Context: an optimization exercise on an open-source flow, tuned for small area and a short achievable clock period. The choices shown serve that exercise and are no tape-out recipe. Function was checked by simulation only, so behaviour that the tests miss may differ from the original. No activity file was given, so power comes from the tool's default toggle rates.

==> flow/design.v (excerpt) <==
module twist_mesh_top #(
     parameter N_p = 4
)(
     input  logic                clk_i
    ,input  logic                reset_i
    ,input  logic [N_p*8-1:0]    in_weight_i
    ,input  logic [N_p-1:0]      in_lock_i
    ,input  logic [N_p*8-1:0]    in_ifmap_i
    ,input  logic [N_p*32-1:0]   in_psum_i
    ,input  logic                in_propagate_i
    ,input  logic                in_valid_i
    ,input  logic                in_last_i
    ,output logic [N_p*32-1:0]   out_psum_o
    ,output logic                out_valid_o
    ,output logic                out_last_o
);
    TwistMesh #(.N_p(N_p)) u_mesh (
         .clk_i          (clk_i)
        ,.reset_i        (reset_i)
        ,.in_weight_i    (in_weight_i)
        ,.in_lock_i      (in_lock_i)
        ,.in_ifmap_i     (in_ifmap_i)
        ,.in_psum_i      (in_psum_i)
        ,.in_propagate_i (in_propagate_i)
        ,.in_valid_i     (in_valid_i)
        ,.in_last_i      (in_last_i)
        ,.out_psum_o     (out_psum_o)
  ...
Size in the first run: roughly 1,000 flip-flops, ~330 I/O pins, roughly 71,000 sq um of cells after synthesis.
clock: 11.0 ns
lec_check: 0
cap_margin: 20
core_margin: 2
core_utilization: 60
setup_slack_margin: 5
slew_margin: 20
run.sh (not shown) runs the stock make flow with config.mk's settings and CLKGATE_MAP_FILE= SYNTH_SCRIPT=/design/flow/synth_recipe.tcl, a recipe that flattens the netlist after the stock synthesis.
The starting point produced a clean layout.
Edit:
Settings changed: CTS_BUF_LIST from default to sky130_fd_sc_hd__clkbuf_8, CTS_CLUSTER_DIAMETER from default to 50, CTS_CLUSTER_SIZE from default to 16.
What happened: Cell count increases by about 0.3%; wire length increases by 0.30%; clock power decreases by 29%.
Edit:
==> flow/flow/run.sh (new file) <==
#!/bin/bash
cp standard.sh standard_sh.log
export SETUP_SLACK_MARGIN=6.5
bash standard.sh > standard_run.log 2>&1
==> flow/standard.sh (new file) <==
#!/bin/bash
# synth_recipe.tcl (not shown) runs the flow's synth.tcl, then flattens the netlist and writes it again
# the make line also repeats each setting of config.mk as NAME=value (left out here)
make -C /OpenROAD-flow-scripts/flow DESIGN_CONFIG=/design/flow/config.mk WORK_HOME=/design/flow/orfs CLKGATE_MAP_FILE= SYNTH_SCRIPT=/design/flow/synth_recipe.tcl "${@:-finish}"
Settings changed: CORE_UTILIZATION 60 to 40, CTS_BUF_LIST sky130_fd_sc_hd__clkbuf_8 to default, CTS_CLUSTER_DIAMETER 50 to default, CTS_CLUSTER_SIZE 16 to default, SETUP_SLACK_MARGIN 5 to default.
removed: flow/run.sh
Power came out higher by a quarter to a third.
Design area came out higher by about a fifth.
Worst setup slack improves by 0.15 ns.

* * *

== v11 ==
twist_mesh_top again, from the RTL that the note above started with.
clock: 11.0 ns
lec_check: 0
cap_margin: 20
core_margin: 2
core_utilization: 40
setup_slack_margin: 3.5
slew_margin: 20
Stock flow here: none of the scripts above is used.
Modified inputs, v2 compared to v11
Settings: changing SETUP_SLACK_MARGIN from 3.5 to 5; setting TNS_END_PERCENT to 0 for the first time; changing CORE_UTILIZATION from 40 to 60.
Notes after the runs:
Compared with v11, v2 shows combinational fraction of design power higher by 0.9 points.
Total die area (v2 / v11): 0.67
Power of the sequential group delta (v11 -> v2): insignificant
The sequential share of layout area was comparable across v2 and v11.
Looking at cell with the largest stage delay on the worst path, the clkdlybuf4s50_1 result is from v11; the fa_2 one comes from v2.
Number of rows created at floorplan in v2 vs v11: down about 19%
The final layout from v2, which completed every stage, passed the timing, DRC and antenna checks at the end of the flow.
> inputs changed (v2 -> v34)
Settings: clearing TNS_END_PERCENT, which used to be 0; swapping 60 for 40 in CORE_UTILIZATION.
==> results.txt <==
The run showing the greater number of fill cells is v34.
[v34] starting density of the core fell 21 points relative to v2
[v34 vs v2] sequential share of cell area: lower in v34
Comparing v2 and v34, the lower minimum clock period was measured on v34.
Compared with v2, v34 supports a higher clock frequency.
Compared with v2, v34 degrades die area.
Compared with v2, v34 shows a higher final instance area.
Relative to v2, core area increased by about 50% in v34.

* * *

v35:
Starting RTL as in the previous note.
make LEC_CHECK=0 CAP_MARGIN=20 CORE_MARGIN=2 CORE_UTILIZATION=60 SETUP_SLACK_MARGIN=5 SLEW_MARGIN=20 TNS_END_PERCENT=30 finish   # period 11.0 ns
v35 ran to completion and came out clean on the timing, DRC and antenna checks.
Input changes introduced in v23 (baseline for comparison: v35):
# v35
export LEC_CHECK = 0
export CAP_MARGIN = 20
export CORE_MARGIN = 2
export CORE_UTILIZATION = 60
export SETUP_SLACK_MARGIN = 5
export SLEW_MARGIN = 20
export TNS_END_PERCENT = 30
create_clock -name core_clock -period 11.0 [get_ports {clk_i}]
# v23
export LEC_CHECK = 0
export CAP_MARGIN = 10
export CORE_MARGIN = 2
export CORE_UTILIZATION = 60
export SETUP_SLACK_MARGIN = 5
export SLEW_MARGIN = 10
create_clock -name core_clock -period 11.0 [get_ports {clk_i}]
==> results.txt <==
- The final reports for v23 and v35 show max-slew headroom at the worst pin higher in the former.
- v23 vs. v35: total iterations of the first detailed-routing run went up 1; part of the power in combinational logic shows an increase of 0.5 points; amount of wire on met2 after detailed routing up about 3.6%.
- Taking v35 as the reference, in v23 sequential group share of total power dropped 0.3 points, total clock sinks barely changed.

-- port drivers added, routing unchanged --
How much do the figures lean on ideal ports? The routed layouts below were timed once more, with nothing changed but the port constraints.
Step 1 assumes that a clkbuf_16 drives the clock port and a buf_2 every other input.
Step 2 times the ports against the registers' clock, not the clock port: input delays grow and output delays shrink by t, the midpoint of the rising clock arrivals with the driver on.
Slacks: no drivers / after step 1 / after step 2; pairs: no drivers / after step 1.
run	t (ns)	setup slack, ns	worst register clock-pin slew, ns	cell pins on the clock port's net
the first run of note 1	0.770	4.927 / 4.847 / 4.327	0.07 / 0.07	1
the second run of note 1	0.900	4.793 / 4.717 / 4.309	0.10 / 0.10	1
the third run of note 1	0.808	4.943 / 4.864 / 4.330	0.07 / 0.07	1
v11	0.799	3.821 / 3.745 / 3.129	0.08 / 0.08	1
v2	0.775	4.725 / 4.645 / 4.246	0.07 / 0.07	1
v34	0.806	4.870 / 4.796 / 4.288	0.07 / 0.07	1
v35	0.766	4.823 / 4.739 / 4.334	0.07 / 0.07	1
v23	0.770	4.875 / 4.793 / 4.187	0.07 / 0.07	1
After both steps setup and hold are still met in every run listed. For v11, which loses most, drivers alone change the setup slack by -0.076 ns; drivers and shift together by -0.692 ns.
